This is an optimization exercise on Yosys and OpenROAD, whose aim is small area and a short achievable clock period, not a production implementation. The RTL was checked by simulation tests, not by an equivalence proof against the original design. Power figures rest on the tool's default switching activity, not on a simulated workload.

==> flow/design.v (excerpt) <==
module akkanat (
    input  wire          clk_i,
    input  wire          rst_i,
    input  wire [31:0]   inst_i,
    input  wire [31:0]   data_mem_rdata_i,
    output wire [31:0]   pc_o,
    output wire [31:0]   data_mem_addr_o,
    output wire [31:0]   data_mem_wdata_o,
    output wire          data_mem_we_o,
    output wire [1023:0] regs_o,
    output wire [1:0]    cur_stage_o
);
    localparam S_F = 2'd0, S_D = 2'd1, S_E = 2'd2, S_W = 2'd3;
    reg  [1:0]  st;
    reg  [3:0]  cnt;       
    reg  [31:0] pc;
    reg  [31:0] ir;        
    reg  [31:0] ra;        
    reg  [31:0] rb;        
    reg  [31:0] xq;        
    reg  [31:0] res;       
    reg  [31:0] addr_q;
    reg  [31:0] wd_q;
    reg         we_q;
    reg         taken_q;
    reg         fnd_q;
    reg         gt_q;
    reg  [31:0] x3q;       
    reg  [31:0] rf [1:31];
    assign pc_o             = pc;
    assign cur_stage_o      = st;
    assign data_mem_addr_o  = addr_q;
    assign data_mem_wdata_o = wd_q;
    assign data_mem_we_o    = we_q;
    genvar g;
    assign regs_o[31:0] = 32'b0;
    generate
        for (g = 1; g < 32; g = g + 1) begin : dump
            assign regs_o[32*g +: 32] = rf[g];
        end
    endgenerate
    wire is_f = (st == S_F);
    wire is_d = (st == S_D);
    wire is_e = (st == S_E);
    wire is_w = (st == S_W);
    wire [4:0] idx1 = is_f ? inst_i[19:15] : ir[11:7];
    wire [4:0] idx2 = inst_i[24:20];
    wire [31:0] sel1, sel2;
    dec5 u_dec1 (.a(idx1), .y(sel1));
    dec5 u_dec2 (.a(idx2), .y(sel2));
    wire [1023:0] rflat;
    assign rflat[31:0] = 32'b0;
    generate
        for (g = 1; g < 32; g = g + 1) begin : flat
            assign rflat[32*g +: 32] = rf[g];
        end
    endgenerate
    wire [31:0] p1, p2;
    rdport u_p1 (.sel(sel1), .rf(rflat), .p(p1));
    rdport u_p2 (.sel(sel2), .rf(rflat), .p(p2));
    wire [4:0] iop = inst_i[6:2];
    wire [2:0] if3 = inst_i[14:12];
    wire i_c    = (iop[4:2] == 3'b111);               
  ...
For scale: about 1,200 I/O pins, about 88,000 um^2 of cells after synthesis.
Settings: LEC_CHECK=0, CAP_MARGIN=20, CORE_MARGIN=2, CORE_UTILIZATION=50, CTS_BUF_LIST=sky130_fd_sc_hd__clkbuf_8 sky130_fd_sc_hd__clkbuf_16, CTS_CLUSTER_DIAMETER=60, CTS_CLUSTER_SIZE=30, PLACE_DENSITY=0.6, SLEW_MARGIN=20, SYNTH_HIERARCHICAL=1; clock period 12.5 ns.
standard.sh (not shown) runs the stock make flow with config.mk's settings and CLKGATE_MAP_FILE= SYNTH_SCRIPT=/design/flow/synth_recipe.tcl, a recipe that flattens the netlist after the stock synthesis.
==> flow/flow/run.sh <==
#!/bin/bash
# The standard layout (standard.sh: ORFS with the standard flow's config and synthesis), with
# three repair settings changed; the clock period and constraints are untouched:
#  - setup repair aims for a slack margin of MARGIN ns (flow/margin.txt), so that the
#    resizer also works on paths well inside the clock period;
#  - the resizer may swap cells of different footprints (MATCH_CELL_FOOTPRINT=0);
#  - port buffers are buf_1 cells.
# Every tool's output goes to ORFS's own logs under orfs/logs; make's output to standard.log.
set -uo pipefail
MARGIN=$(cat flow/margin.txt 2>/dev/null || echo 8)
bash standard.sh SETUP_SLACK_MARGIN=$MARGIN MATCH_CELL_FOOTPRINT=0 \
  "BUFFER_PORTS_ARGS=-buffer_cell sky130_fd_sc_hd__buf_1" finish > standard.log 2>&1
==> flow/flow/margin.txt <==
8.15
The first run completed without violations.
Then changed:
--- a/flow/flow/run.sh
+++ b/flow/flow/run.sh
@@ -3 +3 @@
-# three repair settings changed; the clock period and constraints are untouched:
+# these layout settings changed; the clock period and constraints are untouched:
@@ -7 +7,3 @@
-#  - port buffers are buf_1 cells.
+#  - port buffers are buf_1 cells;
+#  - clock tree synthesis gets its arguments explicitly (the same as config.mk's CTS
+#    settings give it) plus -dont_use_dummy_load, so it adds no dummy load cells.
@@ -12 +14,3 @@
-  "BUFFER_PORTS_ARGS=-buffer_cell sky130_fd_sc_hd__buf_1" finish > standard.log 2>&1
+  "BUFFER_PORTS_ARGS=-buffer_cell sky130_fd_sc_hd__buf_1" \
+  "CTS_ARGS=-sink_clustering_enable -repair_clock_nets -sink_clustering_size 30 -sink_clustering_max_diameter 60 -buf_list {sky130_fd_sc_hd__clkbuf_8 sky130_fd_sc_hd__clkbuf_16} -dont_use_dummy_load" \
+  finish > standard.log 2>&1
==> flow/flow/margin.txt (replaced) <==
8
=> The changed run passed the timing, DRC and antenna checks; design area decreases by a few percent; core utilization drops by 2.0 points; cell count shrinks slightly; clock-buffer cell count came out lower by 13; non-clock buffer count is lower by 71; sequential share of layout area came out higher by 1.1 points; global-route usage falls by 0.62 points; sequential power is about the same; register-to-register slack barely changes; via count decreases slightly; area after synthesis is unchanged.
Then changed:
==> flow/flow/run.sh (replaced) <==
#!/bin/bash
# The standard layout (standard.sh: ORFS with the standard flow's config and synthesis), with
# these layout settings changed; the clock period and constraints are untouched:
#  - setup repair aims for a slack margin (flow/margin.txt: one value up to and including
#    clock tree synthesis, a second one for the repair after global routing, which
#    makes up for the slack that detailed routing usually takes away), so that the
#    resizer also works on paths well inside the clock period;
#  - the resizer may swap cells of different footprints (MATCH_CELL_FOOTPRINT=0);
#  - port buffers are buf_1 cells;
#  - clock tree synthesis gets its arguments explicitly (the same as config.mk's CTS
#    settings give it) plus -dont_use_dummy_load, so it adds no dummy load cells.
# Every tool's output goes to ORFS's own logs under orfs/logs; make's output to
# standard_cts.log and standard.log.
set -uo pipefail
read -r M1 M2 < flow/margin.txt
M2=${M2:-$M1}
ARGS=(MATCH_CELL_FOOTPRINT=0
  "BUFFER_PORTS_ARGS=-buffer_cell sky130_fd_sc_hd__buf_1"
  "CTS_ARGS=-sink_clustering_enable -repair_clock_nets -sink_clustering_size 30 -sink_clustering_max_diameter 60 -buf_list {sky130_fd_sc_hd__clkbuf_8 sky130_fd_sc_hd__clkbuf_16} -dont_use_dummy_load")
bash standard.sh SETUP_SLACK_MARGIN=$M1 "${ARGS[@]}" cts > standard_cts.log 2>&1
bash standard.sh SETUP_SLACK_MARGIN=$M2 "${ARGS[@]}" finish > standard.log 2>&1
==> flow/flow/margin.txt (replaced) <==
8 8.3
After rerunning: Final cell count grows by 1.9%. Cell area grows by 5.4%. Worst setup slack improves by 0.093 ns. Total power grows by 10%. Die area does not change. Non-clock buffer count grows by 252.

[afterwards: timing with drivers on the ports]
No port has a modelled driver above. Below, the same layouts with a new extraction and two added sets of constraints. Step 1 (the two cells are an assumption about what drives the block):
set clk [get_ports {clk_i}]
set_driving_cell -lib_cell sky130_fd_sc_hd__clkbuf_16 $clk
set_driving_cell -lib_cell sky130_fd_sc_hd__buf_2 [delete_from_list [all_inputs] $clk]
Step 2 adds t to the input delays and takes it off the output delays; t is the mean of the earliest and latest rising clock arrival at the registers after step 1. Input paths then give back, and output paths get back, about the clock's delay inside the block. a / b / c = no drivers / after step 1 / after step 2; a / b = the first two.
run | t, ns | setup slack, ns | hold slack, ns
the first run | 0.965 | 7.801 / 7.836 / 6.871 | 0.466 / 0.466 / 0.466
the second run | 0.927 | 7.816 / 7.751 / 6.824 | 0.459 / 0.459 / 0.459
the third run | 0.923 | 7.909 / 7.909 / 7.030 | 0.463 / 0.463 / 0.463
After both steps setup and hold are still met in every run listed. The setup slack of the second run, which loses most, moves by -0.065 ns with the drivers and by -0.992 ns with both steps.
